From an optimization exercise on the open Yosys and OpenROAD flow, aimed at small area; shortcuts taken in it are not production practice. Only simulation tests tie the RTL to the original design; equivalence was not proved. The flow treats the clock pin as an ideal source. Dropping or thinning the clock tree relies on that and would not hold on a real chip. Power is estimated from default activity; no workload was simulated.

`design.v`:
```
`timescale 1ns / 1ps
module Perceptron (
    input clk,
    input reset,
    input  [7:0] input1,
    input  [7:0] input2,
    input  [7:0] weight1,
    input  [7:0] weight2,
    input  [7:0] bias,
    output reg [15:0] output_neuron
);
    wire nz;
    reg  nz_q;
    wire t1, t2, t3, t4, g5, g6, t7, t8, t9, s10, c11, g12, g13, t14, t15, t16, t17, t18, t19, t20, t21, t22, t23, t24, g25, g26, t27, t28, t29, s30, c31, g32, g33, t34, t35, t36, t37, t38, t39, t40, t41, t42, t43, t44, t45, t46, t47, t48, t49, t50, t51, t52, t53, t54, t55, t56, t57, t58, t59, t60, t61, t62, t63, t64, t65, t66, t67, g68, g69, t70, t71, t72, s73, c74, g75, g76, t77, t78, t79, t80, t81, t82, t83, t84, t85, t86, t87, g88, g89, t90, t91, t92, s93, c94, g95, g96, t97, t98, t99, t100, t101, t102, t103, t104, t105, t106, t107, t108, t109, t110, t111, t112, t113, t114, t115, t116, t117, t118, t119, t120, t121, t122, t123, t124, t125, t126, t127, t128, t129, t130, t131, t132, t133, t134, s135, c136, s137, c138, s139, c140, s141, c142, s143, c144, s145, c146, s147, c148, s149, c150, s151, c152, s153, c154, s155, c156, s157, c158, s159, c160, s161, c162, s163, c164, s165, c166, s167, c168, s169, c170, s171, c172, s173, c174, s175, c176, s177, c178, s179, c180, s181, c182, s183, c184, s185, c186, s187, c188, s189, c190, s191, c192, s193, c194, s195, c196, s197, c198, s199, c200, s201, c202, s203, c204, s205, c206, s207, c208, s209, c210, s211, c212, s213, c214, s215, c216, s217, c218, s219, c220, s221, c222, s223, c224, s225, c226, s227, c228, s229, c230, s231, c232, s233, c234, s235, c236, s237, c238, s239, c240, s241, c242, s243, c244, s245, c246, s247, c248, s249, c250, s251, c252, s253, c254, s255, c256, s257, c258, s259, c260, s261, c262, s263, c264, s265, c266, s267, c268, s269, c270, s271, c272, s273, c274, s275, c276, s277, c278, o279, o280, o281, o282, o283, o284, o285, o286, o287, o288, o289, o290, o291, o292, o293, o294;
    assign t1 = ~((weight1[0] & input1[0]));
    assign t2 = ~(((weight1[1] & input1[0]) | (weight1[0] & input1[1])));
    assign t3 = ~(((weight1[2] & input1[0]) | (weight1[1] & input1[1]) | (weight1[0] & input1[2])));
    assign t4 = ~(((weight1[3] & input1[0]) | (weight1[2] & input1[1]) | (weight1[1] & input1[2]) | (weight1[0] & input1[3])));
    assign g5 = (weight1[0] & input1[4]);
    assign g6 = (weight1[0] & input1[5]) ^ (weight1[1] & input1[4]);
    assign t7 = ~((weight1[0] & input1[6]));
    assign t8 = ~((weight1[1] & input1[5]));
    assign t9 = ~((weight1[2] & input1[4]));
    FullAdder us10 (.a(t7), .b(t8), .ci(t9), .s(s10), .co(c11));
    Nand4 ug12 (.a(weight1[0]), .b(input1[5]), .c(weight1[1]), .d(input1[4]), .y(g12));
    Xor2 ug13 (.a(s10), .b(g12), .y(g13));
    Or2 ut14 (.a(s10), .b(g12), .y(t14));
    assign t15 = ~((weight1[0] & input1[7]));
    assign t16 = ~((weight1[1] & input1[6]));
    assign t17 = ~((weight1[1] & input1[7]));
    assign t18 = ~((weight1[2] & input1[5]));
    assign t19 = ~((weight1[2] & input1[6]));
    assign t20 = ~((weight1[2] & input1[7]));
    assign t21 = ~((weight1[3] & input1[4]));
    assign t22 = ~((weight1[3] & input1[5]));
    assign t23 = ~((weight1[3] & input1[6]));
    assign t24 = ~((weight1[3] & input1[7]));
    assign g25 = (weight1[4] & input1[0]);
    assign g26 = (weight1[4] & input1[1]) ^ (weight1[5] & input1[0]);
    assign t27 = ~((weight1[4] & input1[2]));
    assign t28 = ~((weight1[5] & input1[1]));
    assign t29 = ~((weight1[6] & input1[0]));
    FullAdder us30 (.a(t27), .b(t28), .ci(t29), .s(s30), .co(c31));
    Nand4 ug32 (.a(weight1[4]), .b(input1[1]), .c(weight1[5]), .d(input1[0]), .y(g32));
    Xor2 ug33 (.a(s30), .b(g32), .y(g33));
    Or2 ut34 (.a(s30), .b(g32), .y(t34));
    assign t35 = ~((weight1[4] & input1[3]));
    assign t36 = ~((weight1[5] & input1[2]));
    assign t37 = ~((weight1[5] & input1[3]));
    assign t38 = ~((weight1[6] & input1[1]));
    assign t39 = ~((weight1[6] & input1[2]));
    assign t40 = ~((weight1[6] & input1[3]));
    assign t41 = ~((weight1[7] & input1[0]));
    assign t42 = ~((weight1[7] & input1[1]));
    assign t43 = ~((weight1[7] & input1[2]));
    assign t44 = ~((weight1[7] & input1[3]));
    assign t45 = ~(((weight1[3] & input1[1]) | (weight1[2] & input1[2]) | (weight1[1] & input1[3])) | g5 | g25);
    assign t46 = ~(((weight1[2] & input1[3]) ^ (weight1[3] & input1[2]) ^ ((weight1[1] & input1[3]) | (weight1[3] & input1[1]) & (weight1[2] & input1[2]))) | g6 | g26);
    assign t47 = ~((((weight1[3] & input1[3]) & ~(weight1[2] & input1[2])) | (~(weight1[3] & input1[3]) & (weight1[2] & input1[2]) & ((weight1[1] & input1[3]) | (weight1[3] & input1[1])))) | g13 | g33);
    assign t48 = ~((weight1[4] & input1[4]));
    assign t49 = ~((weight1[4] & input1[5]));
    assign t50 = ~((weight1[4] & input1[6]));
    assign t51 = ~((weight1[4] & input1[7]));
    assign t52 = ~((weight1[5] & input1[4]));
    assign t53 = ~((weight1[5] & input1[5]));
    assign t54 = ~((weight1[5] & input1[6]));
    assign t55 = ~((weight1[5] & input1[7]));
    assign t56 = ~((weight1[6] & input1[4]));
    assign t57 = ~((weight1[6] & input1[5]));
    assign t58 = ~((weight1[6] & input1[6]));
    assign t59 = ~((weight1[6] & input1[7]));
    assign t60 = ~((weight1[7] & input1[4]));
    assign t61 = ~((weight1[7] & input1[5]));
    assign t62 = ~((weight1[7] & input1[6]));
    assign t63 = ~((weight1[7] & input1[7]));
    assign t64 = ~((weight2[0] & input2[0]));
    assign t65 = ~(((weight2[1] & input2[0]) | (weight2[0] & input2[1])));
    assign t66 = ~(((weight2[2] & input2[0]) | (weight2[1] & input2[1]) | (weight2[0] & input2[2])));
    assign t67 = ~(((weight2[3] & input2[0]) | (weight2[2] & input2[1]) | (weight2[1] & input2[2]) | (weight2[0] & input2[3])));
    assign g68 = (weight2[0] & input2[4]);
    assign g69 = (weight2[0] & input2[5]) ^ (weight2[1] & input2[4]);
    assign t70 = ~((weight2[0] & input2[6]));
    assign t71 = ~((weight2[1] & input2[5]));
    assign t72 = ~((weight2[2] & input2[4]));
    FullAdder us73 (.a(t70), .b(t71), .ci(t72), .s(s73), .co(c74));
    Nand4 ug75 (.a(weight2[0]), .b(input2[5]), .c(weight2[1]), .d(input2[4]), .y(g75));
    Xor2 ug76 (.a(s73), .b(g75), .y(g76));
    Or2 ut77 (.a(s73), .b(g75), .y(t77));
    assign t78 = ~((weight2[0] & input2[7]));
    assign t79 = ~((weight2[1] & input2[6]));
    assign t80 = ~((weight2[1] & input2[7]));
    assign t81 = ~((weight2[2] & input2[5]));
    assign t82 = ~((weight2[2] & input2[6]));
    assign t83 = ~((weight2[2] & input2[7]));
    assign t84 = ~((weight2[3] & input2[4]));
    assign t85 = ~((weight2[3] & input2[5]));
    assign t86 = ~((weight2[3] & input2[6]));
    assign t87 = ~((weight2[3] & input2[7]));
    assign g88 = (weight2[4] & input2[0]);
    assign g89 = (weight2[4] & input2[1]) ^ (weight2[5] & input2[0]);
    assign t90 = ~((weight2[4] & input2[2]));
    assign t91 = ~((weight2[5] & input2[1]));
    assign t92 = ~((weight2[6] & input2[0]));
    FullAdder us93 (.a(t90), .b(t91), .ci(t92), .s(s93), .co(c94));
    Nand4 ug95 (.a(weight2[4]), .b(input2[1]), .c(weight2[5]), .d(input2[0]), .y(g95));
    Xor2 ug96 (.a(s93), .b(g95), .y(g96));
    Or2 ut97 (.a(s93), .b(g95), .y(t97));
    assign t98 = ~((weight2[4] & input2[3]));
    assign t99 = ~((weight2[5] & input2[2]));
    assign t100 = ~((weight2[5] & input2[3]));
    assign t101 = ~((weight2[6] & input2[1]));
    assign t102 = ~((weight2[6] & input2[2]));
    assign t103 = ~((weight2[6] & input2[3]));
    assign t104 = ~((weight2[7] & input2[0]));
    assign t105 = ~((weight2[7] & input2[1]));
    assign t106 = ~((weight2[7] & input2[2]));
    assign t107 = ~((weight2[7] & input2[3]));
    assign t108 = ~(((weight2[3] & input2[1]) | (weight2[2] & input2[2]) | (weight2[1] & input2[3])) | g68 | g88);
    assign t109 = ~(((weight2[2] & input2[3]) ^ (weight2[3] & input2[2]) ^ ((weight2[1] & input2[3]) | (weight2[3] & input2[1]) & (weight2[2] & input2[2]))) | g69 | g89);
    assign t110 = ~((((weight2[3] & input2[3]) & ~(weight2[2] & input2[2])) | (~(weight2[3] & input2[3]) & (weight2[2] & input2[2]) & ((weight2[1] & input2[3]) | (weight2[3] & input2[1])))) | g76 | g96);
    assign t111 = ~((weight2[4] & input2[4]));
    assign t112 = ~((weight2[4] & input2[5]));
    assign t113 = ~((weight2[4] & input2[6]));
    assign t114 = ~((weight2[4] & input2[7]));
    assign t115 = ~((weight2[5] & input2[4]));
    assign t116 = ~((weight2[5] & input2[5]));
    assign t117 = ~((weight2[5] & input2[6]));
    assign t118 = ~((weight2[5] & input2[7]));
    assign t119 = ~((weight2[6] & input2[4]));
    assign t120 = ~((weight2[6] & input2[5]));
    assign t121 = ~((weight2[6] & input2[6]));
    assign t122 = ~((weight2[6] & input2[7]));
    assign t123 = ~((weight2[7] & input2[4]));
    assign t124 = ~((weight2[7] & input2[5]));
    assign t125 = ~((weight2[7] & input2[6]));
    assign t126 = ~((weight2[7] & input2[7]));
    assign t127 = ~(bias[0]);
    assign t128 = ~(bias[1]);
    assign t129 = ~(bias[2]);
    assign t130 = ~(bias[3]);
    assign t131 = ~(bias[4]);
    assign t132 = ~(bias[5]);
    assign t133 = ~(bias[6]);
    assign t134 = ~(bias[7]);
    FullAdder us135 (.a(t1), .b(t64), .ci(t127), .s(s135), .co(c136));
    FullAdder us137 (.a(t128), .b(t2), .ci(t65), .s(s137), .co(c138));
    FullAdder us139 (.a(t129), .b(t3), .ci(t66), .s(s139), .co(c140));
    FullAdder us141 (.a(t130), .b(t4), .ci(t67), .s(s141), .co(c142));
    FullAdder us143 (.a(t131), .b(t45), .ci(t108), .s(s143), .co(c144));
    FullAdder us145 (.a(t132), .b(t46), .ci(t109), .s(s145), .co(c146));
    FullAdder us147 (.a(t133), .b(t47), .ci(t110), .s(s147), .co(c148));
    FullAdder us149 (.a(t15), .b(t16), .ci(t18), .s(s149), .co(c150));
    FullAdder us151 (.a(t21), .b(t35), .ci(t36), .s(s151), .co(c152));
    FullAdder us153 (.a(t38), .b(t41), .ci(t78), .s(s153), .co(c154));
    FullAdder us155 (.a(t79), .b(t81), .ci(t84), .s(s155), .co(c156));
    FullAdder us157 (.a(t98), .b(t99), .ci(t101), .s(s157), .co(c158));
    FullAdder us159 (.a(t104), .b(t134), .ci(c11), .s(s159), .co(c160));
    FullAdder us161 (.a(c31), .b(c74), .ci(c94), .s(s161), .co(c162));
    FullAdder us163 (.a(s149), .b(s151), .ci(s153), .s(s163), .co(c164));
    FullAdder us165 (.a(s155), .b(s157), .ci(t14), .s(s165), .co(c166));
    FullAdder us167 (.a(t34), .b(t77), .ci(t97), .s(s167), .co(c168));
    FullAdder us169 (.a(c148), .b(s159), .ci(s161), .s(s169), .co(c170));
    FullAdder us171 (.a(s163), .b(s165), .ci(s167), .s(s171), .co(c172));
    FullAdder us173 (.a(t17), .b(t19), .ci(t22), .s(s173), .co(c174));
    FullAdder us175 (.a(t37), .b(t39), .ci(t42), .s(s175), .co(c176));
    FullAdder us177 (.a(t48), .b(t80), .ci(t82), .s(s177), .co(c178));
    FullAdder us179 (.a(t85), .b(t100), .ci(t102), .s(s179), .co(c180));
    FullAdder us181 (.a(t105), .b(t111), .ci(c150), .s(s181), .co(c182));
    FullAdder us183 (.a(c152), .b(c154), .ci(c156), .s(s183), .co(c184));
    FullAdder us185 (.a(c158), .b(s173), .ci(s175), .s(s185), .co(c186));
    FullAdder us187 (.a(s177), .b(s179), .ci(c160), .s(s187), .co(c188));
    FullAdder us189 (.a(c162), .b(c164), .ci(s181), .s(s189), .co(c190));
    FullAdder us191 (.a(s183), .b(s185), .ci(c166), .s(s191), .co(c192));
    FullAdder us193 (.a(c168), .b(c170), .ci(s187), .s(s193), .co(c194));
    FullAdder us195 (.a(s189), .b(c172), .ci(s191), .s(s195), .co(c196));
    FullAdder us197 (.a(t20), .b(t23), .ci(t40), .s(s197), .co(c198));
    FullAdder us199 (.a(t43), .b(t49), .ci(t52), .s(s199), .co(c200));
    FullAdder us201 (.a(t83), .b(t86), .ci(t103), .s(s201), .co(c202));
    FullAdder us203 (.a(t106), .b(t112), .ci(t115), .s(s203), .co(c204));
    FullAdder us205 (.a(c174), .b(c176), .ci(c178), .s(s205), .co(c206));
    FullAdder us207 (.a(c180), .b(s197), .ci(s199), .s(s207), .co(c208));
    FullAdder us209 (.a(s201), .b(s203), .ci(c182), .s(s209), .co(c210));
    FullAdder us211 (.a(c184), .b(c186), .ci(s205), .s(s211), .co(c212));
    FullAdder us213 (.a(s207), .b(c188), .ci(c190), .s(s213), .co(c214));
    FullAdder us215 (.a(s209), .b(s211), .ci(c192), .s(s215), .co(c216));
    FullAdder us217 (.a(c194), .b(s213), .ci(c196), .s(s217), .co(c218));
    FullAdder us219 (.a(t24), .b(t44), .ci(t50), .s(s219), .co(c220));
    FullAdder us221 (.a(t53), .b(t56), .ci(t87), .s(s221), .co(c222));
    FullAdder us223 (.a(t107), .b(t113), .ci(t116), .s(s223), .co(c224));
    FullAdder us225 (.a(t119), .b(c198), .ci(c200), .s(s225), .co(c226));
    FullAdder us227 (.a(c202), .b(c204), .ci(s219), .s(s227), .co(c228));
    FullAdder us229 (.a(s221), .b(s223), .ci(c206), .s(s229), .co(c230));
    FullAdder us231 (.a(c208), .b(s225), .ci(s227), .s(s231), .co(c232));
    FullAdder us233 (.a(c210), .b(c212), .ci(s229), .s(s233), .co(c234));
    FullAdder us235 (.a(s231), .b(c214), .ci(s233), .s(s235), .co(c236));
    FullAdder us237 (.a(c216), .b(s235), .ci(c218), .s(s237), .co(c238));
    FullAdder us239 (.a(t51), .b(t54), .ci(t57), .s(s239), .co(c240));
    FullAdder us241 (.a(t60), .b(t114), .ci(t117), .s(s241), .co(c242));
    FullAdder us243 (.a(t120), .b(t123), .ci(c220), .s(s243), .co(c244));
    FullAdder us245 (.a(c222), .b(c224), .ci(s239), .s(s245), .co(c246));
    FullAdder us247 (.a(s241), .b(c226), .ci(c228), .s(s247), .co(c248));
    FullAdder us249 (.a(s243), .b(s245), .ci(c230), .s(s249), .co(c250));
    FullAdder us251 (.a(c232), .b(s247), .ci(s249), .s(s251), .co(c252));
    FullAdder us253 (.a(c234), .b(c236), .ci(s251), .s(s253), .co(c254));
    FullAdder us255 (.a(t55), .b(t58), .ci(t61), .s(s255), .co(c256));
    FullAdder us257 (.a(t118), .b(t121), .ci(t124), .s(s257), .co(c258));
    FullAdder us259 (.a(c240), .b(c242), .ci(s255), .s(s259), .co(c260));
    FullAdder us261 (.a(s257), .b(c244), .ci(c246), .s(s261), .co(c262));
    FullAdder us263 (.a(s259), .b(c248), .ci(s261), .s(s263), .co(c264));
    FullAdder us265 (.a(c250), .b(s263), .ci(c252), .s(s265), .co(c266));
    FullAdder us267 (.a(t59), .b(t62), .ci(t122), .s(s267), .co(c268));
    FullAdder us269 (.a(t125), .b(c256), .ci(c258), .s(s269), .co(c270));
    FullAdder us271 (.a(s267), .b(c260), .ci(s269), .s(s271), .co(c272));
    FullAdder us273 (.a(c262), .b(s271), .ci(c264), .s(s273), .co(c274));
    FullAdder us275 (.a(t63), .b(t126), .ci(c268), .s(s275), .co(c276));
    FullAdder us277 (.a(c270), .b(s275), .ci(c272), .s(s277), .co(c278));
    assign o279 = ~s135;
    assign o280 = ~(c136 & s137);
    assign o281 = ~(c138 & s139);
    assign o282 = ~(c140 & s141);
    assign o283 = ~(c142 & s143);
    assign o284 = ~(c144 & s145);
    assign o285 = ~(c146 & s147);
    assign o286 = ~(s169 & s171);
    assign o287 = ~(s193 & s195);
    assign o288 = ~(s215 & s217);
    assign o289 = ~s237;
    assign o290 = ~(c238 & s253);
    assign o291 = ~(c254 & s265);
    assign o292 = ~(c266 & s273);
    assign o293 = ~(c274 & s277);
    assign o294 = ~(c276 & c278);
    assign nz = (~s135 ^ 1'b0) | ((c136 ^ s137) ^ o279) | ((c138 ^ s139) ^ o280) | ((c140 ^ s141) ^ o281) | ((c142 ^ s143) ^ o282) | ((c144 ^ s145) ^ o283) | ((c146 ^ s147) ^ o284) | ((s169 ^ s171) ^ o285) | ((s193 ^ s195) ^ o286) | ((s215 ^ s217) ^ o287) | (~s237 ^ o288) | ((c238 ^ s253) ^ o289) | ((c254 ^ s265) ^ o290) | ((c266 ^ s273) ^ o291) | ((c274 ^ s277) ^ o292) | ((c276 ^ c278) ^ o293);
    always @(posedge clk or posedge reset) begin
        if (reset) begin
            nz_q <= 1'b0;
            output_neuron <= 16'd0;
        end else begin
            nz_q <= nz;
            output_neuron <= {15'd0, nz_q};
        end
    end
endmodule
module FullAdder (input a, input b, input ci, output s, output co);
    assign {co, s} = a + b + ci;
endmodule
module Xnor2 (input a, input b, output y);
    assign y = ~(a ^ b);
endmodule
module Or2 (input a, input b, output y);
    assign y = a | b;
endmodule
module Xor2 (input a, input b, output y);
    assign y = a ^ b;
endmodule
module Nand4 (input a, input b, input c, input d, output y);
    assign y = ~(a & b & c & d);
endmodule
module HalfAdder (input a, input b, output s, output co);
    assign {co, s} = a + b;
endmodule
```
`flow/run.sh`:
```
#!/bin/bash
# Layout flow: the standard ORFS flow (standard.sh), with four changes to
# how the layout is made:
#  - the port buffers that global placement inserts are the smallest buffer
#    (sky130_fd_sc_hd__buf_1) instead of the delay buffer buffer_ports picks;
#  - the tie-low cell that drives the constant outputs is not duplicated for
#    every port;
#  - after floorplan, flow/downsize.tcl gives logic cells that synthesis sized
#    up the smallest drive strength of their function;
#  - after global placement, flow/rename.tcl renames port buffers whose
#    instance name equals a port name (input1, input2).
# Synthesis, floorplan, power grid, taps, CTS and routing are otherwise
# standard.sh unchanged. make's full output goes to flow_make.log in this
# folder; ORFS's per-step logs stay under orfs/logs.
set -euo pipefail
here=$(pwd)
bash standard.sh \
  "BUFFER_PORTS_ARGS=-buffer_cell sky130_fd_sc_hd__buf_1" \
  SKIP_REPAIR_TIE_FANOUT=1 \
  "POST_FLOORPLAN_TCL=$here/flow/downsize.tcl" \
  "POST_GLOBAL_PLACE_TCL=$here/flow/rename.tcl" \
  finish > flow_make.log 2>&1
```
`flow/downsize.tcl`:
```
# Give each logic cell the smallest drive strength of its function: Yosys's
# ABC sizes some gates up for speed, and the design has timing to spare.
# Flip-flops, tie cells and buffers are left as they are; later timing repair
# still sizes up whatever it needs.
set db [ord::get_db]
set block [ord::get_db_block]
set n 0
foreach inst [$block getInsts] {
  set m [$inst getMaster]
  if {![regexp {^(sky130_fd_sc_hd__[a-z0-9]+)_([0-9]+)$} [$m getName] -> base drv]} { continue }
  if {[regexp {__(df|dl|sdf|conb|tap|fill|decap|clk|buf|probe|lpflow)} $base]} { continue }
  set best $m
  set barea [expr {[$m getWidth] * [$m getHeight]}]
  foreach d {0 1 2} {
    if {$d >= $drv} { break }
    set c [$db findMaster ${base}_$d]
    if {$c eq "NULL" || $c eq ""} { continue }
    set a [expr {[$c getWidth] * [$c getHeight]}]
    if {$a < $barea} { set best $c; set barea $a }
  }
  if {$best ne $m} {
    $inst swapMaster $best
    incr n
  }
}
puts "downsize.tcl: $n cells given a smaller drive strength"
```
`flow/rename.tcl`:
```
# buffer_ports names its buffers input1, input2, ...; two of those names are
# also port names of this design (input1, input2), which makes the netlist
# written from the layout unreadable by Yosys. Give any instance whose name is
# a port name a distinct one.
set block [ord::get_db_block]
set ports {}
foreach bt [$block getBTerms] { dict set ports [$bt getName] 1 }
set n 0
foreach inst [$block getInsts] {
  set name [$inst getName]
  if {[dict exists $ports $name]} {
    set new "portbuf_$name"
    while {[$block findInst $new] ne "NULL"} { append new "_" }
    $inst rename $new
    incr n
  }
}
puts "rename.tcl: $n instances renamed"
```
`standard.sh`:
```
#!/bin/bash
# synth_recipe.tcl (not shown) runs the flow's synth.tcl, then flattens the netlist and writes it again
# the make line also repeats each setting of config.mk as NAME=value (left out here)
make -C /OpenROAD-flow-scripts/flow DESIGN_CONFIG=/design/flow/config.mk WORK_HOME=/design/flow/orfs CLKGATE_MAP_FILE= SYNTH_SCRIPT=/design/flow/synth_recipe.tcl "${@:-finish}"
```
`config.mk`:
```
export PLATFORM = sky130hd
export DESIGN_NAME = Perceptron
export DESIGN_NICKNAME = Perceptron
export VERILOG_FILES = /design/flow/design.v
export SDC_FILE = /design/flow/constraint.sdc
export NUM_CORES = 4
export LEC_CHECK = 0
export CAP_MARGIN = 20
export CORE_MARGIN = 2
export CORE_UTILIZATION = 40
export CTS_BUF_LIST = sky130_fd_sc_hd__clkbuf_1
export SLEW_MARGIN = 20
export SYNTH_HIERARCHICAL = 1
```
`constraint.sdc`:
```
create_clock -name core_clock -period 8.0 [get_ports {clk}]
set_input_delay 1.6000 -clock core_clock [delete_from_list [all_inputs] [get_ports {clk}]]
set_output_delay 1.6000 -clock core_clock [all_outputs]
set_load 0.01 [all_outputs]
```
==> results of run 1 <==
==> routing by layer <==
metal	part of all wire	up-vias
met5	0	-
met4	0	0
met3	0.041	0
met2	0.53	67
met1	0.42	1127
li1	-	1006
==> final timing paths <==
path                       startpoint          endpoint  slack, ns
setup / recovery           weight1[1]              nz_q       2.23
hold / removal                   nz_q  output_neuron[0]       0.37
setup reg to reg                 nz_q  output_neuron[0]       7.52
hold reg to reg                  nz_q  output_neuron[0]       0.37
max in group asynchronous       reset  output_neuron[0]       6.67
min in group asynchronous       reset              nz_q       1.21
==> cell families (layout without fill, tap and decap cells) <==
kind of cell | after synthesis | in the layout
AO/OA/AOI/OAI | 22 | 22
XOR/XNOR | 21 | 21
adder cells (fa/ha/maj) | 89 | 89
buffers and inverters | 56 | 54
flip-flops | 2 | 2
other | 1 | 1
AND/OR/NAND/NOR | 136 | 136
==> per-module statistics from Yosys (local to each module, per instance) <==
module,flops+latches,times used,cells
Or2,0,4,1
FullAdder,0,76,1
Nand4,0,4,1
Xor2,0,4,1
Perceptron,2,1,239
==> placed cells by master, fill, tap and decap left out, types with 4 or more instances in the layout <==
cell type and count:
o21ai_0 4, a22oi_1 5, xor2_1 16, ha_1 13, inv_1 9, nand2_1 106, nand3_1 5, xnor2_1 5
or2_1 4, nand4_1 6, buf_1 42, fa_1 76
==> final cells by class <==
cell class	count	area (sq um)
Fill cell	818	4310
Multi-Input combinational cell	269	2600
Timing Repair Buffer	42	158
Tap cell	99	124
Sequential cell	2	50.0
Inverter	9	33.8
Clock buffer	3	11.3
==> metrics by stage <==
step                utilization  worst slack, ns  hold slack [ns]
detailed placement        0.407             2.02            0.345
finish                    0.409             2.23            0.366
floorplan                     -             2.43            0.331
CTS                       0.409             2.24            0.363
global route              0.409             1.97            0.367
global placement          0.407             2.11            0.343
==> state kept, by name, summed over array words and instances, names as in the netlist <==
| name | count |
|---|---|
| output_neuron | 1 |
| nz_q | 1 |
==> power by group <==
part | total [mW] | internal (mW) | switching [mW]
clock network | 0.0118 | 0.00610 | 0.00572
registers | 0.0102 | 0.0102 | 0.00000187
logic | 0.557 | 0.252 | 0.304
total | 0.579 | 0.269 | 0.310
==> notes.md, run 1 <==
status=finished clean; I/O Pins=58; Clock Latency Late Sink=approximately 0.21 ns; crit path capture type=flop; peak supply drop=approximately 0.19 mV; Num CTS Buffers=3; Avg Inst Size Synth=9.28 sq um; # nets final=~460; Startpoint Class=primary input; first-pass GRT wire length=between 10,000 and 15,000 microns; Yosys top cell area share=0.501; Max Clk Rate=0.173 GHz; number of vias per cell=5.19; Crit. path cell count=15; clock sink total=2; Max-slew headroom=0.670; Async SR Flop Fraction=1.00; most used cell, CP=fa_1; FF+latch count, synth=2; CTS tree=yes; Final setup viols=0; HPWL Detailed=5880 microns; port buffer count=between 40 and 50; Tmin final=5.77 ns; RSZ-0062 raised after global routing=no; synthesis-to-finish area growth=-1.85%; post-synthesis instance total=~330; R2R cell count=0; endpoints failing hold=0; met3 usage=0.0108; crit-path cells=buf_1 > nand2_1 > fa_1 > xor2_1 > nor4_1 > fa_1 > fa_1 > fa_1 > fa_1 > fa_1 > ha_1 > xor2_1 > nand4_1 > nor3_1 > nand3_1; commonest cells in the netlist=nand2_1, fa_1, buf_4; P_leak=1.04 nW; CTS Root Cell=clkbuf_1; CP required=8.09 ns; Area after DPL=2970 sq um; Synth Area in Adders=0.555; WL final=~6700 microns; die area=a little over 8000 sq um; xor-xnor portion of the synthesized cell area=0.0606; sequential element share of the synthesized area=0.0165; largest area contributor in the netlist=fa_1; Area contributors post-synth=fa_1, nand2_1, ha_1, buf_4, xor2_1; Global Route Usage Sum=0.174; Clock Skew=0.00740 ns; setup TNS=0 ns; htree depth=1; mux cell area share after synthesis=0; crit-path max cell delay=a little under 0.6 ns; Cell variety after synth=35; DR pass1 iterations=4; initial antenna violation count=0; Routed WL per cell=15.8 microns; Post-Syn Area=3040 sq um; cts hold-fix bufs=0; vias in the first global route=~2,300; GRT Max-Usage Layer=met2; total congestion overflow=0; CP Class=in2reg; most frequent cell after synthesis=nand2_1; DRC=0; DR iter-0 viols=120; antenna viol nets, final=0; fin cells=roughly 420; Critical-path top delay cell=fa_1; Tcrit/Tclk final=0.721; clk slew on worst S/H paths=0.05 ns; GR Layer Usage met1=0.246; postcts setup bufs=0; Placed Cells=between 400 and 500; post-route cell area=2980 sq um; critical-path maximum fanout=12; ys flop type=dfrtp_1; Slew Limit Fails=0; Die H=91.1 microns; Critical Path AT=5.85 ns; Placeable Area=roughly 7300 sq um; antenna cells=0; yosys synthesis warning count=7; fraction of layout cells with a size suffix above 1=0; Simple-Gate Fraction of Synth Area=0.200; Buf/Inv on CP=1; number of synthesized flops with an enable pin=0; met2 Resource Use GR=0.312; worst slew pin tran=0.490 ns; Total Power=between 0.5 and 0.6 mW; Net Count, Synth=458; Die Span X=~91 microns; PwrDens=a little under 200 nW/um^2; Row Count=31; Compound-Gate Fraction of Synth Area=0.0507; Worst path top cell family by delay=adder cells; largest net degree at the start of global routing=16; Hold Path Depth=0; Resized Gates After CTS=0; largest family of logic cells by synthesized area=adder cells; Max-Cap Viols=0; Clock Tree Buf Depth=2; DR vias=around 2,200; initial core utilization=0.416; Hold Crit Class=reg2reg
==> run 2: changes to the inputs <==
--- a/flow/rename.tcl
+++ b/flow/rename.tcl
@@ -6,3 +6,7 @@
 set ports {}
-foreach bt [$block getBTerms] { dict set ports [$bt getName] 1 }
+foreach bt [$block getBTerms] {
+  # a bus port input1[3] takes the name input1 in Verilog
+  regsub {\[[0-9]+\]$} [$bt getName] {} base
+  dict set ports $base 1
+}
 set n 0
==> run 2 against run 1 <==
  * Utilization unchanged
  * Synthesized cell count unchanged
  * Fmax grew 0.80%
  * Routed wire length is 0.24% lower
  * Clock skew hardly changed
  * Sequential share of layout area stayed put
  * Clock power rose by 14%
  * Worst hold slack got worse by 0.015 ns
  * Sequential cell count unchanged
  * Cell count did not move
  * Still clean
  * Non-clock buffer count is the same
==> notes.md, run 2 <==
Area contributors post-synth=fa_1, nand2_1, ha_1, buf_4, xor2_1; worst slew pin tran=0.519 ns (+0.0292 ns); Finished Core Util=0.409 (unchanged); Die Span X=91.1 microns (unchanged); Clock Tree Buf Depth=2 (unchanged); Net Count, Synth=458 (unchanged); initial core utilization=0.416 (unchanged); status=finished clean; most frequent cell after synthesis=nand2_1; Async SR Flop Fraction=1.00 (unchanged); Global Route Usage Sum=0.175 (+0.00101); PwrDens=194 nW/um^2 (-0.13%); Final setup viols=0 (unchanged); number of vias per cell=5.11 (-1.5%); Cell variety after synth=35 (unchanged); post-route cell area=2980 sq um (unchanged); vias in the first global route=2,265 (+0.088%); htree depth=1 (unchanged); antenna viol nets, final=0 (unchanged); Yosys top cell area share=0.501 (unchanged); cts hold-fix bufs=0 (unchanged); clock sink total=2 (unchanged); Max-slew headroom=0.654 (-0.0165); Tcrit/Tclk final=0.715 (-0.00571); Resized Gates After CTS=0 (unchanged); most common cell after layout, fill and taps aside=nand2_1; Critical Path AT=5.82 ns (-0.03 ns); Clock Latency Late Sink=0.23 ns (+0.02 ns); first-pass GRT wire length=11,500 microns (about the same); Tmin final=5.72 ns (-0.0457 ns); Total Power=0.578 mW (-0.13%); Die H=91.1 microns (unchanged); P_leak=1.04 nW (unchanged); biggest regs=nz_q x1, output_neuron x1; Hold Crit Class=reg2reg; Placeable Area=7290 sq um (unchanged); CP Class=in2reg; Area after DPL=2970 sq um (unchanged); synthesis-to-finish area growth=-1.85% (unchanged); Avg Inst Size Synth=9.28 sq um (unchanged); setup TNS=0 ns (unchanged); worst slack at placement=2.01 ns (-0.0150 ns); sequential element share of the synthesized area=0.0165 (unchanged); yosys synthesis warning count=7 (unchanged); Max Clk Rate=0.175 GHz (+0.80%); Row Count=31 (unchanged); postcts setup bufs=0 (unchanged); RSZ-0062 raised after global routing=no; DRC=0 (unchanged); FF+latch count, synth=2 (unchanged); I/O Pins=58 (unchanged); DR vias=2,167 (-1.5%); CTS tree=yes; DR pass1 iterations=6 (+2); Startpoint Class=primary input; WL final=6700 microns (-0.24%); critical-path maximum fanout=9 (-3); Met2 Wirelength=3600 microns (+0.42%); antenna cells=0 (unchanged); # nets final=458 (unchanged); Routed WL per cell=15.8 microns (-0.24%); peak supply drop=0.153 mV (-18%); Max-Cap Viols=0 (unchanged); WL met3=236 microns (-14%); DR iter-0 viols=114 (-5.0%); clk slew on worst S/H paths=0.06 ns (about the same); total congestion overflow=0 (unchanged); HPWL Detailed=5900 microns (+0.44%); endpoints failing hold=0 (unchanged); largest area contributor in the netlist=fa_1; ys flop type=dfrtp_1; commonest non-fill, non-tap cells in the layout=nand2_1, fa_1, buf_1, xor2_1, ha_1; post-synthesis instance total=327 (unchanged); largest net degree at the start of global routing=16 (unchanged); wire length on met1=2860 microns (+0.28%); commonest cells in the netlist=nand2_1, fa_1, buf_4; Post-Syn Area=3040 sq um (unchanged); final worst setup slack=2.28 ns (+0.0457 ns); crit path capture type=flop; initial antenna violation count=0 (unchanged); Placed Cells=421 (unchanged); fin cells=424 (unchanged); top sig layer=met3; fraction of layout cells with a size suffix above 1=0 (unchanged); Clock Skew=0.00704 ns (-0.000358 ns); Num CTS Buffers=3 (unchanged); Slew Limit Fails=0 (unchanged); hold_ws=0.351 ns (-0.0150 ns); port buffer count=42 (unchanged); CTS Root Cell=clkbuf_1; number of synthesized flops with an enable pin=0 (unchanged); die area=8300 sq um (unchanged); CP required=8.10 ns (about the same)
## run 2: cell counts after synthesis
Identical to the previous run, type by type.
## run 2: worst paths after layout
kind	startpoint	to	slack (ns)	cells after the start
min in group asynchronous	reset	output_neuron[0]	1.18	2
hold / removal	nz_q	output_neuron[0]	0.35	0
max in group asynchronous	reset	nz_q	6.69	2
setup / recovery	weight1[4]	nz_q	2.28	15
setup reg to reg	nz_q	output_neuron[0]	7.54	0
hold reg to reg	nz_q	output_neuron[0]	0.35	0
## run 2: area by class of cell
class                   count  area (sq um)
clock buffers               3          11.3
fillers                   792          4310
inverters                   9          33.8
multi-input cells         269          2600
flip-flops and latches      2          50.0
well taps                  99           124
repair buffers             42           158
## run 2: report_power, final
group          switching [mW]  internal [mW]  leakage (nW)
combinational           0.302          0.252          1.02
clock                 0.00727        0.00611       0.00354
sequential         0.00000185         0.0101        0.0175
## run 2: logic make-up (layout without fill, tap and decap cells)
kind of cell | count (synthesis) | count (layout) | share of synthesized area
xor gates and xnor gates | 21 | 21 | 0.0606
AOI/OAI and AO/OA | 22 | 22 | 0.0507
DFF | 2 | 2 | 0.0165
and+or+nand+nor | 136 | 136 | 0.200
buffers and inverters | 56 | 54 | 0.116
adders and majority gates | 89 | 89 | 0.555
other | 1 | 1 | 0.00124
## run 2: critical path, cell delays in order
cell and delay (ns):
buf_1 0.35, nand2_1 0.15, fa_1 0.58, xor2_1 0.16, nor4_1 0.10, fa_1 0.43
fa_1 0.45, fa_1 0.43, fa_1 0.46, fa_1 0.38, ha_1 0.21, xor2_1 0.14
nand4_1 0.09, nor3_1 0.19, nand3_1 0.10
## run 2: routing by layer
layer,global-route usage,up-vias
li1,-,1008
met1,0.241,1098
met2,0.317,61
met3,0.0141,0
met4,0.0114,0
met5,0,-
## run 2: Yosys stat by module (local to each module, per instance)
module      cells inside  times used
Perceptron           239           1
Nand4                  1           4
Xor2                   1           4
Or2                    1           4
FullAdder              1          76
==> run 3: changes to the inputs <==
==> flow/run.sh (replaced) <==
#!/bin/bash
# Layout flow: the standard ORFS flow (standard.sh), with these changes to
# how the layout is made:
#  - after the standard synthesis, flow/remap.sh maps the combinational logic
#    again with an area-oriented ABC script (adders, flip-flops and tie cells
#    are kept as the standard synthesis made them, with the same names);
#  - the port buffers that global placement inserts are the smallest buffer
#    (sky130_fd_sc_hd__buf_1) instead of the delay buffer buffer_ports picks;
#  - the tie-low cell that drives the constant outputs is not duplicated for
#    every port;
#  - after floorplan, flow/downsize.tcl gives logic cells that are sized up
#    the smallest drive strength of their function;
#  - after global placement, flow/rename.tcl renames port buffers whose
#    instance name equals a port name (input1, input2).
# Floorplan, power grid, taps, CTS and routing are otherwise standard.sh
# unchanged. Each tool's full output goes to a log here: flow_synth.log
# (standard synthesis), flow_remap.log (Yosys re-mapping), flow_make.log (the
# rest); ORFS's per-step logs stay under orfs/logs.
set -euo pipefail
here=$(pwd)
res=$here/orfs/results/${FLOW_PLATFORM:-sky130hd}/Perceptron/base
bash standard.sh synth > flow_synth.log 2>&1
cp "$res/1_2_yosys.v" "$here/flow_standard_synth.v"
bash flow/remap.sh "$here/flow_standard_synth.v" "$res/1_2_yosys.v" "$here/flow_remap.log"
bash standard.sh \
  "BUFFER_PORTS_ARGS=-buffer_cell sky130_fd_sc_hd__buf_1" \
  SKIP_REPAIR_TIE_FANOUT=1 \
  "POST_FLOORPLAN_TCL=$here/flow/downsize.tcl" \
  "POST_GLOBAL_PLACE_TCL=$here/flow/rename.tcl" \
  finish > flow_make.log 2>&1
==> flow/remap.abc (new file) <==
&get -n
&st
&dch -f
&nf -a
&put
strash
dch -f
map -a
&get -n
&st
&dch
&nf -a
&put
topo
==> flow/remap.sh (new file) <==
#!/bin/bash
# Re-map the standard synthesis's combinational logic with an area-oriented
# ABC script (flow/remap.abc). Full adders, half adders, flip-flops and tie
# cells are kept as they are (black boxes); everything else is flattened to
# gates and mapped again. Register names and cell types do not change.
# usage: remap.sh in.v out.v log
set -euo pipefail
in=$1; out=$2; log=$3
lib=$FLOW_HOME/platforms/sky130hd/lib/sky130_fd_sc_hd__tt_025C_1v80.lib
here=$(cd "$(dirname "$0")" && pwd)
du=$(grep -o 'cell ("sky130_fd_sc_hd__\(lpflow\|probe\)[a-z0-9_]*")' $lib | sed 's/cell ("\(.*\)")/-dont_use \1/' | tr '\n' ' ')
cat > remap.ys <<EOS
read_verilog $in
read_liberty -ignore_miss_func $lib
blackbox sky130_fd_sc_hd__fa_1 sky130_fd_sc_hd__ha_1 sky130_fd_sc_hd__dfrtp_1 sky130_fd_sc_hd__conb_1
hierarchy -top ${FLOW_TOP:-Perceptron}
flatten
opt_clean
opt -fast
abc -liberty $lib $du -script $here/remap.abc
opt_clean -purge
rename -hide w:*.* c:*.*
stat -liberty $lib
select -module ${FLOW_TOP:-Perceptron}
write_verilog -noattr -nohex -nodec -selected $out
EOS
yosys -l $log remap.ys > /dev/null
==> run 3 against run 2 <==
  * Still clean
  * Routed wire length rose by 3.9%
  * Combinational power shrank 0.9%
  * Cell count is 7.8% lower
  * Clock-buffer cell count stayed put
  * Cell area decreased by 1.8%
  * Fmax fell by 4.5%
  * Largest power group unchanged
  * Highest routed layer is now met4
==> notes.md, run 3 <==
Sw Share=0.520 (-0.0153); CTS Root Cell=clkbuf_1; DR vias=2,282 (+5.3%); clock share of power=0.022 (about the same); I/O Pins=58 (unchanged); DR pass1 iterations=4 (-2); postcts setup bufs=0 (unchanged); status=finished clean; DR iter-0 viols=161 (+41%); yosys synthesis warning count=7 (unchanged); Slew Limit Fails=0 (unchanged); Clock Latency Late Sink=0.22 ns (about the same); RSZ-0062 raised after global routing=no; worst r2r src=nz_q; commonest non-fill, non-tap cells in the layout=nand2_1, fa_1, buf_1, ha_1, clkinv_1; Tcrit/Tclk final=0.749 (+0.0340); Met2 Wirelength=3470 microns (-3.7%); synthesis-to-finish area growth=9.98%; Startpoint Class=primary input; Die H=85.5 microns (-6.1%); WL met3=510 microns (+120%); setup TNS=0 ns (unchanged); endpoints failing hold=0 (unchanged); top sig layer=met4; post-synthesis instance total=269 (-18%); Internal=0.274 mW (+2.2%); Row Count=29 (-6.5%); R2R setup slack=7.51 ns (-0.03 ns); Hold Crit Class=reg2reg; critical-path maximum fanout=9 (unchanged); first-pass GRT wire length=11,900 microns (+4.1%); clock sink total=2 (unchanged); Comb power frac=0.961 (+0.002); CP required=8.08 ns (-0.02 ns); Hold Path Depth=0 (unchanged); clk slew on worst S/H paths=0.07 ns (about the same); Critical Path AT=6.07 ns (+0.25 ns); Max Clk Rate=0.167 GHz (-4.5%); WL final=6960 microns (+3.9%); final worst setup slack=2.01 ns (-0.272 ns); Avg Inst Size Synth=9.88 sq um (+6.5%); antenna cells=0 (unchanged); fraction of layout cells with a size suffix above 1=0 (unchanged); port buffer count=42 (unchanged); Clock Tree Buf Depth=2 (unchanged); # fillers=647 (-18%); cts hold-fix bufs=0 (unchanged); P_sw=0.297 mW (-3.9%); CP Class=in2reg; Placeable Area=6390 sq um (-12%); Placed Cells=388 (-7.8%); reg2reg end=output_neuron[0]; antenna viol nets, final=0 (unchanged); Global Route Usage Sum=0.209 (+0.0343); largest net degree at the start of global routing=16 (unchanged); Final setup viols=0 (unchanged); Max-slew headroom=0.557 (-0.0973); P_leak=0.987 nW (-5.1%); total congestion overflow=0 (unchanged); Worst Hold Endpoint=output_neuron[0]; R2R cell count=0 (unchanged); # nets final=447 (-2.4%); biggest regs=nz_q x1, output_neuron x1; Net Count, Synth=400 (-13%); initial antenna violation count=0 (unchanged); worst slew pin tran=0.665 ns (+0.146 ns); Routed WL per cell=17.8 microns (+13%); fin cells=391 (-7.8%); peak supply drop=0.157 mV (+2.6%); crit path capture type=flop; htree depth=1 (unchanged); initial core utilization=0.416 (about the same); sequential share of power=0.018 (about the same); worst slack at placement=1.78 ns (-0.228 ns); Num CTS Buffers=3 (unchanged); min-delay src=nz_q; most common cell after layout, fill and taps aside=nand2_1; Die Span X=85.5 microns (-6.1%); PwrDens=196 nW/um^2 (+0.79%); Post-Syn Area=2660 sq um (-12%); Max-Cap Viols=0 (unchanged); Clock Skew=0.0167 ns (+0.00970 ns); CTS tree=yes; Tmin final=5.99 ns (+0.272 ns); number of vias per cell=5.84 (+14%); vias in the first global route=2,346 (+3.6%); HPWL Detailed=6040 microns (+2.4%); die area=7320 sq um (-12%); DRC=0 (unchanged); Resized Gates After CTS=0 (unchanged); wire length on met1=2780 microns (-2.6%)
## run 3: area by class of cell
type | instances | area (sq um) | area share
Clock buffer | 3 | 11.3 | 0.00385
Inverter | 10 | 37.5 | 0.0128
Multi-Input combinational cell | 257 | 2570 | 0.879
Sequential cell | 2 | 50.0 | 0.0171
Tap cell | 77 | 96.3 | 0.0329
Timing Repair Buffer | 42 | 158 | 0.0539
## run 3: critical path, stage by stage
cell and delay (ns):
buf_1 0.32, nand2_1 0.14, fa_1 0.58, xor2_1 0.16
a311oi_1 0.07, a21boi_0 0.22, fa_1 0.46, fa_1 0.45
fa_1 0.43, fa_1 0.44, fa_1 0.37, ha_1 0.22
a22oi_1 0.16, nand2_1 0.06, nor4_1 0.22, o2111ai_1 0.16
## run 3: how the worst max path moves through the flow
stage / slack (ns) / endpoint / startpoint
after floorplan: 2.50 / nz_q / weight1[4]
after global placement: 1.91 / nz_q / weight1[4]
after detailed placement: 1.78 / nz_q / weight1[4]
after CTS: 2.04 / nz_q / weight1[4]
after global routing: 1.77 / nz_q / weight1[1]
final: 2.01 / nz_q / weight1[4]
## run 3: metal layers
layer	track usage	vias to the layer above
li1	-	1008
met1	0.304	1162
met2	0.332	102
met3	0.0346	10
met4	0.0519	0
met5	0	-
## run 3: power by group through the flow
stage,combinational (mW),clock [mW],sequential [mW]
6_report,0.549,0.0123,0.0102
5_1_grt,0.646,0.0142,0.0102
4_1_cts,0.557,0.0134,0.0102
3_5_place_dp,0.551,0,0.0103
3_3_place_gp,0.550,0,0.0103
2_1_floorplan,0.410,0,0.0103
## run 3: per-stage QoR
stage / utilization / power (mW) / hold slack [ns] / area, sq um
after detailed placement: 0.456 / 0.562 / 0.336 / 2910
after global routing: 0.458 / 0.671 / 0.392 / 2920
after floorplan: - / 0.420 / 0.331 / 2660
final: 0.458 / 0.572 / 0.376 / 2920
after CTS: 0.458 / 0.581 / 0.383 / 2920
after global placement: 0.456 / 0.560 / 0.355 / 2910
==> run 4: changes to the inputs <==
--- a/flow/run.sh
+++ b/flow/run.sh
@@ -13,3 +13,5 @@
 #  - after global placement, flow/rename.tcl renames port buffers whose
-#    instance name equals a port name (input1, input2).
+#    instance name equals a port name (input1, input2);
+#  - after CTS, flow/cts_trim.tcl drives both flip-flops from the clock root
+#    buffer and removes the two buffers CTS put under it.
 # Floorplan, power grid, taps, CTS and routing are otherwise standard.sh
@@ -29,2 +31,3 @@
   "POST_GLOBAL_PLACE_TCL=$here/flow/rename.tcl" \
+  "POST_CTS_TCL=$here/flow/cts_trim.tcl" \
   finish > flow_make.log 2>&1
==> flow/cts_trim.tcl (new file) <==
# The clock tree of this design has two flip-flops; CTS builds a root buffer
# and one buffer per flip-flop under it. When the root buffer's fanout is
# only a few clock buffers, each driving only flip-flops, connect those
# flip-flops to the root buffer's net and remove the buffers under it: every
# flip-flop then gets its clock through the same single buffer.
set block [ord::get_db_block]
set port [$block findBTerm clk]
set cnet [$port getNet]
set roots {}
foreach it [$cnet getITerms] { lappend roots [$it getInst] }
if {[llength $roots] != 1} {
  puts "cts_trim.tcl: clock port drives [llength $roots] cells, left as it is"
  return
}
set root [lindex $roots 0]
set onet ""
foreach it [$root getITerms] { if {[$it isOutputSignal]} { set onet [$it getNet] } }
set leaves {}
set sinks 0
set ok 1
foreach it [$onet getITerms] {
  set inst [$it getInst]
  if {$inst eq $root} { continue }
  if {![string match "sky130_fd_sc_hd__clkbuf_*" [[$inst getMaster] getName]]} { set ok 0; break }
  set lnet ""
  foreach lit [$inst getITerms] { if {[$lit isOutputSignal]} { set lnet [$lit getNet] } }
  foreach sit [$lnet getITerms] {
    if {[$sit getInst] eq $inst} { continue }
    if {![string match "sky130_fd_sc_hd__df*" [[[$sit getInst] getMaster] getName]]} { set ok 0 }
    incr sinks
  }
  lappend leaves [list $inst $lnet]
}
if {!$ok || $sinks > 4 || [llength $leaves] == 0} {
  puts "cts_trim.tcl: clock tree left as it is"
  return
}
foreach l $leaves {
  lassign $l inst lnet
  foreach sit [$lnet getITerms] {
    if {[$sit getInst] eq $inst} { continue }
    $sit disconnect
    $sit connect $onet
  }
  odb::dbInst_destroy $inst
  odb::dbNet_destroy $lnet
}
puts "cts_trim.tcl: removed [llength $leaves] clock buffers; $sinks flip-flops now on [$onet getName]"
==> run 4 against run 3 <==
  * Sequential cell count unchanged
  * Global-route usage down 0.19 points
  * Sequential share of layout area about the same
  * Routed wire length down 0.72%
  * Non-clock buffer count unchanged
  * Clock skew down 0.017 ns
  * Register-to-register slack better by 0.02 ns
  * Fmax down 1.9%
  * Critical path type unchanged
  * Largest cell class unchanged
==> notes.md, run 4 <==
Critical Path AT=6.06 ns (about the same); Max-Cap Viols=0 (unchanged); most used cell, CP=fa_1; Hold Crit Class=reg2reg; I/O Pins=58 (unchanged); Global Route Usage Sum=0.208 (-0.00185); endpoints failing hold=0 (unchanged); DR vias=2,295 (+0.57%); synthesis-to-finish area growth=9.69%; worst slew pin tran=0.677 ns (+0.0124 ns); CP Class=in2reg; WL met3=494 microns (-3.1%); WL final=6910 microns (-0.72%); crit-path max cell delay=0.58 ns (about the same); Avg Inst Size Synth=9.88 sq um (unchanged); commonest non-fill, non-tap cells in the layout=nand2_1, fa_1, buf_1, ha_1, clkinv_1; die area=7320 sq um (unchanged); top sig layer=met4; crit-path cells=buf_1 > nand2_1 > fa_1 > xor2_1 > a311oi_1 > a21boi_0 > fa_1 > fa_1 > fa_1 > fa_1 > fa_1 > ha_1 > a22oi_1 > nand2_1 > nor4_1 > o2111ai_1; number of vias per cell=5.90 (+1.1%); Critical-path top delay cell=fa_1; Max Clk Rate=0.164 GHz (-1.9%); Slew Limit Fails=0 (unchanged); first-pass GRT wire length=11,900 microns (-0.46%); Met2 Wirelength=3430 microns (-1.0%); sequential share of power=0.018 (about the same); PwrDens=193 nW/um^2 (-1.3%); Clock Latency Late Sink=0.09 ns (-0.13 ns); DRC=0 (unchanged); vias in the first global route=2,330 (-0.68%); CP Launch Point=weight1[4]; Net Count, Synth=400 (unchanged); fraction of layout cells with a size suffix above 1=0 (unchanged); Comb power frac=0.974 (+0.013); P_leak=0.984 nW (-0.24%); total congestion overflow=0 (unchanged); CP required=7.95 ns (-0.13 ns); Total Power=0.563 mW (-1.5%); Final setup viols=0 (unchanged); clock sink total=2 (unchanged); initial core utilization=0.416 (unchanged); # nets final=445 (-0.45%); crit path capture type=flop; initial antenna violation count=0 (unchanged); RSZ-0062 raised after global routing=no; clock share of power=0.008 (-0.014); peak supply drop=0.155 mV (-1.2%); Tmin final=6.11 ns (+0.115 ns); biggest regs=nz_q x1, output_neuron x1; antenna cells=0 (unchanged); antenna viol nets, final=0 (unchanged); Row Count=29 (unchanged); port buffer count=42 (unchanged); Die Span X=85.5 microns (unchanged); min-delay src=nz_q; Max-slew headroom=0.548 (-0.00828); status=finished clean; Die H=85.5 microns (unchanged); HPWL Detailed=6040 microns (unchanged); wire length on met1=2780 microns (about the same); P_sw=0.293 mW (-1.6%); DR iter-0 viols=167 (+3.7%); most common cell after layout, fill and taps aside=nand2_1; critical-path maximum fanout=9 (unchanged); setup TNS=0 ns (unchanged); DR pass1 iterations=7 (+3); largest net degree at the start of global routing=16 (unchanged); worst r2r src=nz_q; yosys synthesis warning count=7 (unchanged); clk slew on worst S/H paths=0.08 ns (about the same); Routed WL per cell=17.8 microns (-0.21%); post-synthesis instance total=269 (unchanged); Startpoint Class=primary input; Post-Syn Area=2660 sq um (unchanged); Placeable Area=6390 sq um (unchanged); Internal=0.270 mW (-1.5%); Sw Share=0.520 (about the same); Tcrit/Tclk final=0.764 (+0.0144); Clock Skew=0.0000435 ns (-0.0167 ns)
==> run 4: cell types whose count changed in the layout (fill, tap and decap cells not counted) <==
cell,before,now
clkbuf_1,3,1
==> run 4: worst max-delay path, delay by kind of cell <==
family / cells / cell delay, ns
AOI/OAI and AO/OA: 4 / 0.61
buffers and inverters: 1 / 0.31
xor gates and xnor gates: 1 / 0.16
and+or+nand+nor: 3 / 0.42
adders and majority gates: 7 / 2.95
==> run 4: worst paths after layout <==
check,slack [ns],endpoint,depth (start not counted)
min,0.36,output_neuron[0],0
max,1.89,nz_q,16
min in group asynchronous,1.31,output_neuron[0],2
min reg2reg,0.36,output_neuron[0],0
max reg2reg,7.53,output_neuron[0],0
max in group asynchronous,6.60,nz_q,2
==> run 4: per-layer routing <==
metal / global-route usage / up-vias
li1: - / 1006
met1: 0.304 / 1182
met2: 0.334 / 97
met3: 0.0260 / 10
met4: 0.0476 / 0
met5: 0 / -
==> run 4: area by class of cell <==
class	count	area (sq um)
clock buffer	1	3.75
fill	647	3470
inverter	10	37.5
multi-input combinational	257	2570
sequential	2	50.0
tap	77	96.3
timing repair buffer	42	158
==> run 4: metrics by stage <==
step	area (sq um)	hold slack [ns]	std cells	setup slack, ns	utilization
final	2920	0.359	389	1.89	0.457
after global routing	2920	0.383	389	1.62	0.457
after detailed placement	2910	0.336	388	1.78	0.456
after global placement	2910	0.355	388	1.91	0.456
after floorplan	2660	0.331	269	2.50	-
==> run 4: power by group through the flow <==
stage | registers (mW) | clock network (mW) | logic [mW]
after floorplan | 0.0103 | 0 | 0.410
after global placement | 0.0103 | 0 | 0.550
after detailed placement | 0.0103 | 0 | 0.551
after global routing | 0.0101 | 0.00512 | 0.646
final | 0.0102 | 0.00445 | 0.548
==> run 5: changes to the inputs <==
--- a/design.v
+++ b/design.v
@@ -246,5 +246,2 @@
 endmodule
-module Xnor2 (input a, input b, output y);
-    assign y = ~(a ^ b);
-endmodule
 module Or2 (input a, input b, output y);
@@ -258,4 +255 @@
 endmodule
-module HalfAdder (input a, input b, output s, output co);
-    assign {co, s} = a + b;
-endmodule
==> run 5 against run 4 <==
  * Sequential cell count is the same
  * Sequential share of layout area is the same
  * Largest cell class unchanged
  * Synthesized area is the same
  * Cell area is the same
  * Clock-buffer cell count is the same
  * First-iteration DRC count is the same
  * Non-clock buffer count is the same
  * Via count is the same
  * Utilization is the same
  * Setup slack is the same
  * Synthesized cell count is the same
  * Still clean
  * Critical path depth is the same
==> notes.md, run 5 <==
Routed WL per cell=17.8 microns (unchanged); post-synthesis instance total=269 (unchanged); biggest regs=nz_q x1, output_neuron x1; Clock Latency Late Sink=0.09 ns (about the same); CP required=7.95 ns (about the same); initial antenna violation count=0 (unchanged); Post-Syn Area=2660 sq um (unchanged); most common cell after layout, fill and taps aside=nand2_1; antenna cells=0 (unchanged); Placed Cells=388 (unchanged); Max-Cap Viols=0 (unchanged); final worst setup slack=1.89 ns (unchanged); crit-path max cell delay=0.58 ns (about the same); largest net degree at the start of global routing=16 (unchanged); initial core utilization=0.416 (unchanged); Critical Path AT=6.06 ns (about the same); crit path capture type=flop; worst slack at placement=1.78 ns (unchanged); Global Route Usage Sum=0.208 (unchanged); Final setup viols=0 (unchanged); Placeable Area=6390 sq um (unchanged); antenna viol nets, final=0 (unchanged); Tcrit/Tclk final=0.764 (unchanged); fraction of layout cells with a size suffix above 1=0 (unchanged); commonest non-fill, non-tap cells in the layout=nand2_1, fa_1, buf_1, ha_1, clkinv_1; Area after DPL=2910 sq um (unchanged); Row Count=29 (unchanged); most used cell, CP=fa_1; P_leak=0.984 nW (unchanged); worst slew pin tran=0.677 ns (unchanged); number of vias per cell=5.90 (unchanged); Max Clk Rate=0.164 GHz (unchanged); status=finished clean; Clock Skew=0.0000435 ns (unchanged); yosys synthesis warning count=7 (unchanged); DR iter-0 viols=167 (unchanged); WL final=6910 microns (unchanged); RSZ-0062 raised after global routing=no; peak supply drop=0.155 mV (unchanged); crit-path cells=buf_1 > nand2_1 > fa_1 > xor2_1 > a311oi_1 > a21boi_0 > fa_1 > fa_1 > fa_1 > fa_1 > fa_1 > ha_1 > a22oi_1 > nand2_1 > nor4_1 > o2111ai_1; die area=7320 sq um (unchanged); post-route cell area=2920 sq um (unchanged); Max-slew headroom=0.548 (unchanged); Hold Crit Class=reg2reg; synthesis-to-finish area growth=9.69% (unchanged); setup TNS=0 ns (unchanged); Die H=85.5 microns (unchanged); critical-path maximum fanout=9 (unchanged); Die Span X=85.5 microns (unchanged); Startpoint Class=primary input; # nets final=445 (unchanged); CP Class=in2reg; total congestion overflow=0 (unchanged); endpoints failing hold=0 (unchanged); Tmin final=6.11 ns (unchanged); first-pass GRT wire length=11,900 microns (unchanged); clock sink total=2 (unchanged); Finished Core Util=0.457 (unchanged); fin cells=389 (unchanged); Net Count, Synth=400 (unchanged); DR pass1 iterations=7 (unchanged); Slew Limit Fails=0 (unchanged); DR vias=2,295 (unchanged); Avg Inst Size Synth=9.88 sq um (unchanged); I/O Pins=58 (unchanged); Critical-path top delay cell=fa_1; PwrDens=193 nW/um^2 (unchanged); vias in the first global route=2,330 (unchanged); port buffer count=42 (unchanged); HPWL Detailed=6040 microns (unchanged); DRC=0 (unchanged); clk slew on worst S/H paths=0.08 ns (about the same)
[run 5: power by group]
group | switching [mW] | internal [mW]
clock network | 0.00229 | 0.00216
logic | 0.290 | 0.258
registers | 0.00000486 | 0.0101
[run 5: layer usage]
metal	vias to the layer above	routed length (microns)	track usage
li1	1006	-	-
met1	1182	2780	0.304
met2	97	3430	0.334
met3	10	494	0.0260
met4	0	197	0.0476
met5	-	0	0
[run 5: area by class of cell]
| class | count | area [sq um] |
|---|---|---|
| Multi-Input combinational cell | 257 | 2570 |
| Inverter | 10 | 37.5 |
| Tap cell | 77 | 96.3 |
| Fill cell | 647 | 3470 |
| Sequential cell | 2 | 50.0 |
| Timing Repair Buffer | 42 | 158 |
| Clock buffer | 1 | 3.75 |
[run 5: worst paths after layout]
check                           start                to  slack (ns)  cells past startpoint
max                        weight1[4]              nz_q        1.89                     16
min                              nz_q  output_neuron[0]        0.36                      0
max reg2reg                      nz_q  output_neuron[0]        7.53                      0
min reg2reg                      nz_q  output_neuron[0]        0.36                      0
max in group asynchronous       reset              nz_q        6.60                      2
min in group asynchronous       reset  output_neuron[0]        1.31                      2
[run 5: critical path, delay by kind of cell]
kind,cells,cell delay (ns)
compound gates,4,0.61
buf+inv,1,0.31
xor+xnor,1,0.16
fa+ha+maj,7,2.95
simple gates,3,0.42
[run 5: through the flow]
step	total power [mW]	hold WS, ns
3_5_place_dp	0.562	0.336
5_1_grt	0.662	0.383
3_3_place_gp	0.560	0.355
6_report	0.563	0.359
2_1_floorplan	0.420	0.331
==> run 6: changes to the inputs <==
--- a/design.v
+++ b/design.v
@@ -246,2 +246,5 @@
 endmodule
+module Xnor2 (input a, input b, output y);
+    assign y = ~(a ^ b);
+endmodule
 module Or2 (input a, input b, output y);
@@ -255 +258,4 @@
 endmodule
+module HalfAdder (input a, input b, output s, output co);
+    assign {co, s} = a + b;
+endmodule
==> flow/run.sh (replaced) <==
#!/bin/bash
# Layout flow: the standard ORFS flow, with two changes to how the layout
# is made:
#  - the port buffers that global placement inserts are the smallest buffer
#    (sky130_fd_sc_hd__buf_1) instead of the delay buffer buffer_ports picks;
#  - the tie-low cell that drives the constant outputs is not duplicated for
#    every port.
# Everything else (synthesis, floorplan, power grid, taps, CTS, routing) is
# standard.sh unchanged. make's full output goes to flow_make.log here; ORFS's
# per-step logs stay under orfs/logs.
set -euo pipefail
bash standard.sh \
  "BUFFER_PORTS_ARGS=-buffer_cell sky130_fd_sc_hd__buf_1" \
  SKIP_REPAIR_TIE_FANOUT=1 \
  finish > flow_make.log 2>&1
removed: flow/cts_trim.tcl
removed: flow/downsize.tcl
removed: flow/remap.abc
removed: flow/remap.sh
removed: flow/rename.tcl
==> run 6 against run 5 <==
  * Largest power group unchanged
  * Still clean on timing, DRC and antenna
  * Clock skew grew 0.0010 ns
  * Critical endpoint unchanged
  * Total power rose by 3.1%
  * Fmax up 6.1%
  * Register-to-register slack about the same
  * Critical path type unchanged
  * Highest routed layer unchanged
  * Setup slack improved by 0.35 ns
  * Cell area is 3.2% higher
  * Sequential cell count did not move
  * Sequential power barely moved
  * Utilization decreased by 4.4 points
  * Critical path depth shrank 1
==> notes.md, run 6 <==
status=finished clean; worst slack at placement=2.00 ns (+0.219 ns); DR vias=2,199 (-4.2%); P_leak=1.06 nW (+7.3%); DR pass1 iterations=4 (-3); Max-slew headroom=0.642 (+0.0937); Global Route Usage Sum=0.179 (-0.0289); Async SR Flop Fraction=1.00; peak supply drop=0.195 mV (+25%); Clock Skew=0.00105 ns (+0.00101 ns); vias in the first global route=2,332 (+0.086%); Synth Area in Adders=0.555; Clock Latency Late Sink=0.22 ns (+0.13 ns); Die Span X=91.1 microns (+6.5%); CTS Root Cell=clkbuf_1; DRC=0 (unchanged); commonest non-fill, non-tap cells in the layout=nand2_1, fa_1, buf_1, xor2_1, ha_1; ys flop type=dfrtp_1; port buffer count=42 (unchanged); mux cell area share after synthesis=0; yosys synthesis warning count=7 (unchanged); clock sink total=2 (unchanged); crit path capture type=flop; GP Congestion=0.889; fraction of layout cells with a size suffix above 1=0.0154 (+0.0154); min-delay src=nz_q; Row Count=31 (+6.9%); Hold Path Depth=0 (unchanged); Placed Cells=421 (+8.5%); Compound-Gate Fraction of Synth Area=0.0507; initial antenna violation count=0 (unchanged); critical-path maximum fanout=9 (unchanged); Net Count, Synth=458 (+14%); htree depth=1; first-pass GRT wire length=11,700 microns (-1.6%); largest net degree at the start of global routing=16 (unchanged); Die H=91.1 microns (+6.5%); sequential element share of the synthesized area=0.0165; CP required=8.09 ns (+0.14 ns); post-synthesis instance total=327 (+22%); worst r2r src=nz_q; Max Clk Rate=0.174 GHz (+6.1%); antenna viol nets, final=0 (unchanged); endpoints failing hold=0 (unchanged); Startpoint Class=primary input; Post-Syn Area=3040 sq um (+14%); Cell variety after synth=35; WL final=6980 microns (+1.0%); Tmin final=5.75 ns (-0.354 ns); cts hold-fix bufs=0; Hold Crit Class=reg2reg; # nets final=458 (+2.9%); Placeable Area=7290 sq um (+14%); DR iter-0 viols=109 (-35%); worst slew pin tran=0.537 ns (-0.141 ns); Final setup viols=0 (unchanged); Clock Tree Buf Depth=2; setup TNS=0 ns (unchanged); R2R setup slack=7.54 ns (about the same); Simple-Gate Fraction of Synth Area=0.200; I/O Pins=58 (unchanged); die area=8300 sq um (+13%); Max-Cap Viols=0 (unchanged); Routed WL per cell=16.5 microns (-7.3%); final worst setup slack=2.25 ns (+0.354 ns); Resized Gates After CTS=0; RSZ-0062 raised after global routing=no; Worst Hold Endpoint=output_neuron[0]; PwrDens=193 nW/um^2 (-0.11%); antenna cells=0 (unchanged); FF+latch count, synth=2; CP Class=in2reg; total congestion overflow=0 (unchanged); CTS tree=yes; number of vias per cell=5.19 (-12%); Num CTS Buffers=3; biggest regs=nz_q x1, output_neuron x1; number of synthesized flops with an enable pin=0; synthesis-to-finish area growth=-0.824%; largest area contributor in the netlist=fa_1; most common cell after layout, fill and taps aside=nand2_1; clk slew on worst S/H paths=0.05 ns (-0.03 ns); postcts setup bufs=0; Yosys top cell area share=0.501; Slew Limit Fails=0 (unchanged); R2R cell count=0 (unchanged); HPWL Detailed=5990 microns (-0.86%); Total Power=0.580 mW (+3.1%); reg2reg end=output_neuron[0]; commonest cells in the netlist=nand2_1, fa_1, buf_4; # fillers=767 (+19%); Area contributors post-synth=fa_1, nand2_1, ha_1, buf_4, xor2_1; most frequent cell after synthesis=nand2_1; initial core utilization=0.416 (about the same); fin cells=424 (+9.0%); Critical Path AT=5.85 ns (-0.21 ns); Tcrit/Tclk final=0.719 (-0.0442); xor-xnor portion of the synthesized cell area=0.0606; Avg Inst Size Synth=9.28 sq um (-6.1%); largest family of logic cells by synthesized area=adder cells
==> run 6: cell types whose count changed in the layout (fill, tap and decap cells not counted), moves of 4 or more <==
| cell | change |
|---|---|
| a22o_1 | -6 |
| or2_0 | -4 |
| clkinv_1 | -10 |
| xor2_1 | +10 |
| inv_1 | +9 |
| nand3_1 | +5 |
| or2_1 | +4 |
==> run 6: report_power, final <==
group	leakage [nW]	switching [mW]	internal, mW	total, mW
Combinational	1.04	0.305	0.253	0.558
Clock	0.00354	0.00623	0.00610	0.0123
Sequential	0.0175	0.00000156	0.0102	0.0102
==> run 6: layer usage <==
metal,vias up,routed length [microns],global-route usage
met3,2,214,0.00996
met1,1130,2840,0.243
met5,-,0,0
met2,61,3900,0.330
met4,0,27,0.0101
li1,1006,-,-
==> run 6: per-stage QoR <==
step           hold slack (ns)  utilization  cell area (sq um)
2_1_floorplan            0.331            -               3040
3_3_place_gp             0.336        0.411               3000
3_5_place_dp             0.336        0.411               3000
4_1_cts                  0.348        0.413               3010
5_1_grt                  0.369        0.413               3010
6_report                 0.343        0.413               3010
==> run 6: critical path: stages <==
cell and delay, ns:
buf_1 0.40, nand2_1 0.16, fa_1 0.59, xor2_1 0.15, nor4_1 0.08, fa_1 0.39, fa_1 0.46, fa_1 0.44
fa_1 0.45, fa_1 0.37, ha_1 0.21, xor2_1 0.16, nand4_1 0.10, nor3_1 0.19, nand3_1 0.09
==> run 6: cell families (layout without fill, tap and decap cells) <==
kind of cell | count (synthesis) | in the layout
fa+ha+maj | 89 | 89
xor+xnor | 21 | 21
compound gates | 22 | 22
simple gates | 136 | 136
flops | 2 | 2
buf+inv | 56 | 54
other cells | 1 | 1
==> run 6: worst max-delay path by stage <==
| stage | start | slack, ns | end | cells past startpoint |
|---|---|---|---|---|
| final | weight2[4] | 2.25 | nz_q | 15 |
| after global routing | weight1[2] | 2.01 | nz_q | 15 |
| after CTS | weight1[1] | 2.24 | nz_q | 15 |
| after detailed placement | weight1[1] | 2.00 | nz_q | 15 |
| after global placement | weight2[4] | 2.07 | nz_q | 15 |
| after floorplan | weight1[0] | 2.43 | nz_q | 15 |
==> run 6: modules after synthesis, one instance, submodules excluded <==
module,flip-flops and latches,area [sq um],cells
Nand4,0,6.26,1
Perceptron,2,1430,239
FullAdder,0,20.0,1
Or2,0,6.26,1
Xor2,0,8.76,1
==> run 6: cell type report <==
| cell class | count | area, sq um | share of cell area |
|---|---|---|---|
| multi-input combinational | 269 | 2630 | 0.875 |
| timing repair buffer | 42 | 158 | 0.0524 |
| tap | 99 | 124 | 0.0411 |
| sequential | 2 | 50.0 | 0.0166 |
| inverter | 9 | 33.8 | 0.0112 |
| clock buffer | 3 | 11.3 | 0.00374 |

-- separate check: timing with driven ports --
The flow's constraints put no driver on any port. The routed layouts listed below were extracted and timed again, unchanged, in two steps. Step 1: set_driving_cell puts a clkbuf_16 on clk and a buf_2 on each other input, an assumption about the parent block. Step 2 times the ports against the registers' clock, not the clock port: input delays grow and output delays shrink by t, the midpoint of the rising clock arrivals with the driver on. Three values: ideal ports, drivers, drivers and shift; two values: the first two.
run	t (ns)	slack for setup (ns)	hold WS [ns]	slew at the worst register clock pin (ns)	worst data-port slew with drivers (ns)
run 1	0.225	2.233 / 2.223 / 1.999	0.366 / 0.366 / 0.366	0.05 / 0.05	0.03
run 2	0.247	2.279 / 2.268 / 2.021	0.351 / 0.351 / 0.351	0.06 / 0.06	0.03
run 3	0.226	2.007 / 1.998 / 1.772	0.376 / 0.376 / 0.376	0.07 / 0.07	0.03
run 4	0.104	1.891 / 1.884 / 1.780	0.359 / 0.359 / 0.359	0.08 / 0.08	0.03
run 5	0.104	1.891 / 1.884 / 1.780	0.359 / 0.359 / 0.359	0.08 / 0.08	0.03
run 6	0.234	2.245 / 2.239 / 2.006	0.343 / 0.343 / 0.343	0.05 / 0.05	0.03
After both steps setup and hold are still met in every run listed. For run 2, which loses most, drivers alone change the setup slack by -0.011 ns; drivers and shift together by -0.258 ns.
